Background: an optimization exercise with open tools, aiming at small area and a short achievable clock period. Do not read the settings as production practice. In this exercise RTL edits were held to simulation tests only and were not proved equivalent to the original.

==> design.v <==
module DECODER(
input  wire [3:2] ALU_FUN,
output reg Arith_Enable,
output reg Logic_Enable,
output reg CMP_Enable, 
output reg Shift_Enable
);
always @(*)
   begin
     Arith_Enable   = 1'b0;
	 Logic_Enable = 1'b0;
	 CMP_Enable   = 1'b0;
	 Shift_Enable = 1'b0;
     case(ALU_FUN)
	     2'b00 : Arith_Enable = 1'b1;
	     2'b01 : Logic_Enable = 1'b1;
	     2'b10 : CMP_Enable   = 1'b1;
	     2'b11 : Shift_Enable = 1'b1;
	  endcase
   end 
 endmodule
module ARITHMETIC_UNIT #(parameter width = 16 , Arith_width = width + width )(
input wire signed [width-1:0] A,
input wire signed [width-1:0] B, 
input wire [1:0] ALU_FUN,
input wire Arith_Enable,
input wire CLK,
input wire RST,
output reg signed [Arith_width-1:0] Arith_OUT,
output reg        Carry_OUT,
output reg        Arith_Flag
);
reg [Arith_width-1:0] Arith_OUT0;
reg                   Carry_OUT0;
reg                   Arith_Flag0;
always @(posedge CLK, negedge RST)
  begin 
    if(!RST)
	 begin
	    Arith_OUT <= 'b0;
		Carry_OUT <= 16'b0;
		Arith_Flag<= 1'b0;
	 end
	else
	 begin
	    Arith_OUT <= Arith_OUT0;
		if(Arith_Enable)
		  Carry_OUT <= Carry_OUT0;
		Arith_Flag<= Arith_Flag0;
	 end
  end
always @(*)
  begin
     if(Arith_Enable)
	 begin
	     Arith_Flag0 = 1'b1;
	     case(ALU_FUN)
		     2'b00 : {Carry_OUT0,Arith_OUT0} = A+B;
			 2'b01 : {Carry_OUT0,Arith_OUT0} = A-B;
			 2'b10 : {Carry_OUT0,Arith_OUT0} = A*B;
			 2'b11 : {Carry_OUT0,Arith_OUT0} = (B == 0) ? 1'sb0 : A/B;
		  endcase
	 end
	 else
	   begin
	     Arith_OUT0  = 'b0;
		 Carry_OUT0  = 1'b0;
		 Arith_Flag0 = 1'b0;
	   end
  end
endmodule
module LOGIC_UNIT #(parameter width = 16 , Logic_width = width)(
input wire  [width-1:0] A,
input wire  [width-1:0] B, 
input wire [1:0] ALU_FUN,
input wire Logic_Enable,
input wire CLK,
input wire RST,
output reg [Logic_width-1:0] Logic_OUT,
output reg         Logic_Flag
);
reg [Logic_width-1:0] Logic_OUT0; 
reg                   Logic_Flag0 ;
always @(posedge CLK, negedge RST)
  begin
    if(!RST)
	 begin
	    Logic_OUT <= 'b0;
		Logic_Flag<= 1'b0;
	 end
	else
	 begin
	  Logic_OUT <= Logic_OUT0;
		Logic_Flag<= Logic_Flag0;
	 end
  end
always @(*)
  begin
     if(Logic_Enable)
	 begin
	     Logic_Flag0 = 1'b1;
	     case(ALU_FUN)
		   2'b00 : Logic_OUT0 = A&B;
			 2'b01 : Logic_OUT0 = A|B;
			 2'b10 : Logic_OUT0 = ~(A&B);
			 2'b11 : Logic_OUT0 = ~(A|B);
		  endcase
	 end
	 else
	   begin
	     Logic_OUT0  = 'b0;
		 Logic_Flag0 = 1'b0;
	   end
  end
endmodule
module CMP_UNIT #(parameter width = 16 , CMP_width   = width )(
input wire  [width-1:0] A,
input wire  [width-1:0] B, 
input wire [1:0] ALU_FUN,
input wire CMP_Enable,
input wire CLK,
input wire RST,
output reg [CMP_width-1:0] CMP_OUT,
output reg         CMP_Flag
);
reg [CMP_width-1:0] CMP_OUT0;
reg                 CMP_Flag0 ;
reg [CMP_width-1:0] EQ ;
reg [CMP_width-1:0] GR ; 
reg [CMP_width-1:0] LW;
always @(posedge CLK , negedge RST)
  begin
    if(!RST)
	 begin
	    CMP_OUT <= 'b0;
		CMP_Flag<= 1'b0;
	 end
	else
	 begin
	    CMP_OUT <= CMP_OUT0;
		CMP_Flag<= CMP_Flag0;
	 end
  end
always @(*)
  begin
     if(A==B)
       EQ ='b1;
     else 
       EQ ='b0;
     if(A>B)
       GR ='b10;
     else 
       GR ='b0;
     if(A<B)
       LW ='b11;
     else 
       LW ='b0;
     if(CMP_Enable)
	   begin
	     CMP_Flag0 = 1'b1;
	     case(ALU_FUN)
		     2'b00 : CMP_OUT0 = 'b0;
			 2'b01 : CMP_OUT0 = EQ;
			 2'b10 : CMP_OUT0 = GR;
			 2'b11 : CMP_OUT0 = LW;
		  endcase
	   end
	 else
	   begin
	     CMP_OUT0  = 'b0;
		 CMP_Flag0 = 1'b0;
	   end
  end
endmodule
module SHIFT_UNIT #(parameter width = 16 , Shift_width = width)(
input wire  [width-1:0] A,
input wire  [width-1:0] B, 
input wire [1:0] ALU_FUN,
input wire Shift_Enable,
input wire CLK,
input wire RST,
output reg [Shift_width-1:0] Shift_OUT,
output reg         Shift_Flag
);
reg [Shift_width-1:0] Shift_OUT0;
reg                   Shift_Flag0 ;
always @(posedge CLK, negedge RST)
  begin
    if(!RST)
	 begin
	    Shift_OUT <= 'b0;
		Shift_Flag<= 1'b0;
	 end
	else
	 begin
	    Shift_OUT <= Shift_OUT0;
		Shift_Flag<= Shift_Flag0;
	 end
  end
always @(*)
  begin
     if(Shift_Enable)
	 begin
	     Shift_Flag0 = 1'b1;
	     case(ALU_FUN)
		     2'b00 : Shift_OUT0 = A>>1'b1;
			 2'b01 : Shift_OUT0 = A<<1'b1;
			 2'b10 : Shift_OUT0 = B>>1'b1;
			 2'b11 : Shift_OUT0 = B<<1'b1;
		  endcase
	 end
	 else
	   begin
	     Shift_OUT0  = 'b0;
		 Shift_Flag0 = 1'b0;
	   end
  end
endmodule
module ALU_Top #(parameter width = 16 ,
                   Arith_width = width + width ,
                   Logic_width = width,	
                   CMP_width   = width,
                   Shift_width = width)(
input wire [width-1:0] A,
input wire [width-1:0] B,
input wire CLK,
input wire RST,
input wire [3:0] ALU_FUN,
output wire [Arith_width-1:0]  Arith_OUT,
output wire                    Carry_OUT,
output wire                    Arith_Flag,
output wire [Logic_width-1:0]  Logic_OUT,  
output wire                    Logic_Flag,
output wire [CMP_width-1:0]    CMP_OUT,    
output wire                    CMP_Flag,
output wire [Shift_width-1:0]  Shift_OUT,
output wire                    Shift_Flag
);
wire Arith_Enable ,Logic_Enable , CMP_Enable , Shift_Enable;
DECODER u_decoder(
.ALU_FUN(ALU_FUN[3:2]),
.Arith_Enable(Arith_Enable),
.Logic_Enable(Logic_Enable),
.CMP_Enable(CMP_Enable),
.Shift_Enable(Shift_Enable)
);
ARITHMETIC_UNIT #(.width(width),.Arith_width(Arith_width)) u_arithmatic(
.A(A),
.B(B),
.ALU_FUN(ALU_FUN[1:0]),
.CLK(CLK),
.RST(RST),
.Arith_Enable(Arith_Enable),
.Arith_OUT(Arith_OUT),
.Carry_OUT(Carry_OUT),
.Arith_Flag(Arith_Flag)
);
LOGIC_UNIT #(.width(width),.Logic_width(Logic_width)) u_logic(
.A(A),
.B(B),
.ALU_FUN(ALU_FUN[1:0]),
.CLK(CLK),
.RST(RST),
.Logic_Enable(Logic_Enable),
.Logic_OUT(Logic_OUT),
.Logic_Flag(Logic_Flag)
);
CMP_UNIT #(.width(width),.CMP_width(CMP_width)) u_cmp(
.A(A),
.B(B),
.ALU_FUN(ALU_FUN[1:0]),
.CLK(CLK),
.RST(RST),
.CMP_Enable(CMP_Enable),
.CMP_OUT(CMP_OUT),
.CMP_Flag(CMP_Flag)
);
SHIFT_UNIT #(.width(width),.Shift_width(Shift_width)) u_shift(
.A(A),
.B(B),
.ALU_FUN(ALU_FUN[1:0]),
.CLK(CLK),
.RST(RST),
.Shift_Enable(Shift_Enable),
.Shift_OUT(Shift_OUT),
.Shift_Flag(Shift_Flag)
);
endmodule
==> run.sh <==
#!/bin/bash
# synth_recipe.tcl (not shown) runs the flow's synth.tcl, then flattens the netlist and writes it again
# the make line also repeats each setting of config.mk as NAME=value (left out here)
make -C /OpenROAD-flow-scripts/flow DESIGN_CONFIG=/design/flow/config.mk WORK_HOME=/design/flow/orfs CLKGATE_MAP_FILE= SYNTH_SCRIPT=/design/flow/synth_recipe.tcl finish
==> config.mk <==
export PLATFORM = sky130hd
export DESIGN_NAME = ALU_Top
export DESIGN_NICKNAME = ALU_Top
export VERILOG_FILES = /design/flow/design.v
export SDC_FILE = /design/flow/constraint.sdc
export NUM_CORES = 4
export LEC_CHECK = 0
export CAP_MARGIN = 20
export CORE_MARGIN = 2
export CORE_UTILIZATION = 40
export SLEW_MARGIN = 20
==> constraint.sdc <==
create_clock -name core_clock -period 95.0 [get_ports {CLK}]
set_input_delay 19.0000 -clock core_clock [delete_from_list [all_inputs] [get_ports {CLK}]]
set_output_delay 19.0000 -clock core_clock [all_outputs]
set_load 0.01 [all_outputs]
==> run summary <==
[per-layer routing]
| metal | wire length, µm | vias to the layer above | share of wire (%) | global-route usage, % |
|---|---|---|---|---|
| li1 | - | 24000 | - | - |
| met1 | 85500 | 24400 | 45 | 44.2 |
| met2 | 82600 | 2203 | 43 | 49.2 |
| met3 | 16200 | 311 | 8.5 | 4.33 |
| met4 | 6380 | 4 | 3.3 | 9.41 |
| met5 | 25 | - | 0.013 | 0 |
[through the flow]
| step | hold WS [ns] | setup TNS (ns) |
|---|---|---|
| 3_3_place_gp | 0.688 | -27.81 |
| 5_1_grt | 0.752 | -0.823 |
| 2_1_floorplan | 0.545 | 0 |
| 3_5_place_dp | 0.675 | -46.53 |
| 6_report | 0.701 | 0 |
| 4_1_cts | 0.692 | 0 |
[logic make-up after synthesis]
kind of cell    count (synthesis)  share of synthesized area, %
compound gates               1880                          27.2
xor+xnor                      467                          8.82
fa+ha+maj                     959                          30.1
buf+inv                       726                          6.06
flops                          71                          3.83
mux                           113                          2.97
other cells                     2                        0.0162
simple gates                 2063                          21.0
[timing repair]
action,4_1_cts,5_1_grt
pin swaps,0,12
setup endpoints to repair,33,33
resized for setup,12,147
setup buffers,0,9
[critical path: cells and delay by family]
kind                       cells  cell delay (ns)
muxes                          3             0.87
buffers and inverters         42             7.00
xor gates and xnor gates       3             0.57
and+or+nand+nor               95            19.54
AOI/OAI and AO/OA            153            34.00
adders and majority gates     33            10.08
[cells in the final DEF (no fill, tap or decap), types with 29 or more instances in the layout]
| cell type | n |
|---|---|
| a211oi_1 | 55 |
| a21boi_0 | 29 |
| a21o_1 | 214 |
| a21oi_1 | 455 |
| a221oi_1 | 34 |
| a31oi_1 | 63 |
| and2_1 | 34 |
| and3_1 | 69 |
| buf_4 | 704 |
| clkdlybuf4s50_1 | 103 |
| conb_1 | 184 |
| dfrtp_1 | 71 |
| fa_1 | 264 |
| ha_1 | 695 |
| inv_1 | 484 |
| mux2_2 | 58 |
| mux2i_1 | 38 |
| nand2_1 | 622 |
| nand2b_1 | 46 |
| nand3_1 | 103 |
| nand4_1 | 63 |
| nor2_1 | 578 |
| nor2b_1 | 77 |
| nor3_1 | 170 |
| o211ai_1 | 71 |
| o21a_1 | 134 |
| o21ai_0 | 301 |
| o21ai_1 | 29 |
| o21bai_1 | 64 |
| o31ai_1 | 55 |
| or2_2 | 53 |
| or3_1 | 70 |
| xnor2_1 | 301 |
| xor2_1 | 158 |
[final cells by class]
type	count	share of cell area (%)
multi-input combinational	5666	77.8
sequential	71	3.19
clock inverter	7	0.139
clock buffer	9	0.405
tap	1512	3.40
inverter	497	3.35
timing repair buffer	821	11.8
[registers in the layout, summed over array words and instances (netlist names)]
register / count
u_arithmatic.Arith_Flag: 1
u_arithmatic.Arith_OUT: 32
u_arithmatic.Carry_OUT: 1
u_cmp.CMP_Flag: 1
u_cmp.CMP_OUT: 2
u_logic.Logic_Flag: 1
u_logic.Logic_OUT: 16
u_shift.Shift_Flag: 1
u_shift.Shift_OUT: 16
[final timing paths]
kind	endpoint	slack, ns	startpoint	depth (start not counted)
setup / recovery	u_arithmatic.Arith_OUT[26]	3.97	B[1]	329
hold reg to reg	u_arithmatic.Carry_OUT	0.70	u_arithmatic.Carry_OUT	2
hold / removal	u_arithmatic.Carry_OUT	0.70	u_arithmatic.Carry_OUT	2
setup reg to reg	u_arithmatic.Carry_OUT	94.20	u_arithmatic.Carry_OUT	2
max in group asynchronous	u_shift.Shift_OUT[11]	75.42	RST	2
min in group asynchronous	u_arithmatic.Arith_OUT[19]	18.47	RST	1
==> impl_metrics.toml <==
[run_status]
status = "no timing/DRC/antenna violations"

[die]
ios = 123
die_y_um = 345
rows = 124
core_area_um2 = 115000
start_util_pct = 40.4
fp.dieW_um = 345
dieArea_um2 = 119000

[yosys]
synthDistinctLibCells = 113
yosysTopAreaCell = "ha_1"
synth_edf_count = 0
synth_commonest_cells = "695 x ha_1, 629 x nand2_1, 591 x nor2_1"
syn-instance-count = 6281
synthTopCellsByArea = "ha_1 19%, fa_1 11%, xnor2_1 5.8%"
async_reset_ff_share_pct = 100
synth_area_um2 = 46400
ys.flop_type = "dfrtp_1"
netlist.area_leader.share_pct = 18.8
yosysWarnings = 5
synth.most_common_cell = "ha_1"
yosysSeqAreaShare_pct = 3.83
syn_avg_cell_area_um2 = 7.38
ys_ff_latch = 71

[sta]
hold_violations = 0
worst_slew_pin_slew_ns = 1.20
min_period_ns = 91.03
fmax_ghz = 0.0110
fin_ws_ns = 3.97
fin_crit_sh_pct = 95.8
fin_skew_ns = 0
drv_slew = 0
maxSlewHeadroom_pct = 20.3
setup_viol = 0

[place]
placed_area_um2 = 54600
routabilityCongestion = 1.03
dp_hpwl_um = 154000
dp_slack_ns = -2.02
dp_cells = 8558
io_buffers = 108

[grt]
gr-total-overflow = 0
grt_max_degree = 62
grt_pass1_wl_um = 290000
antenna_found_initial = 4
grt_pass1_vias = 48700
track_usage_pct = 31.3

[clock_network]
htree_num_levels = 3
clock_latency_ns = 0.38
cts_buffers = 9
ctsHoldBuffers = 0
cts.sinks = 71
clk_path_buf_depth = 2
cts-root-buf = "clkbuf_16"
cts_tree = "done"
cts.clk_slew.worst_paths_ns = 0.08

[route]
first_pass_iters = 8
wl_per_cell_um = 22.2
vias_per_cell = 5.93
via_count = 50900
wirelength_um = 191000
drc = 0
ant_nets = 0
drt-initial-drc-count = 4882

[flow_run]
drv_cap = 0

[critical_path]
crit_fanout = 22
worst_setup_path_start_kind = "primary input"
cp_slowest_cell = "or4_1"
path_class = "in2reg"
cpMostUsedCell = "ha_1"
max_stage_delay_ns = 0.59
cp.required_ns = 95.22
cp_data_arrival_time_ns = 91.25
end_kind = "register"

[layout]
fin_area_um2 = 55700
nets = 8063
drive_gt1_share_pct = 15.3
area_delta_synth_final_pct = 20.0
ff_latch_area_um2 = 1780
final_core_utilization_pct = 48.5
final_cells = 8583
antenna_cells = 0
multi_input_comb_area_um2 = 43300
fillers = 11600

[worst_hold_path]
min_path_type = "reg2reg"

==> separate check: timing with driven ports <==
The flow's constraints put no driver on any port. The routed layout listed below was extracted and timed again, unchanged, in two steps. Step 1 sets driving cells, clkbuf_16 on the clock port and buf_2 on the other inputs (assumed; they add their load-dependent delay and slew). Step 2 also shifts input and output timing later by t, the mid clock arrival at the registers, as if the neighbouring blocks saw the same clock. a / b / c = no drivers / after step 1 / after step 2; a / b = the first two.
t, ns: 0.430
setup slack, ns: 3.971 / 4.005 / 3.575
worst setup path at the end: input to register
clock arrival spread, ns: 0.021 / 0.021
cell pins on the clock port's net: 1
After both steps this run still meets setup and hold. The setup slack of this run moves by +0.034 ns with the drivers and by -0.396 ns with both steps.
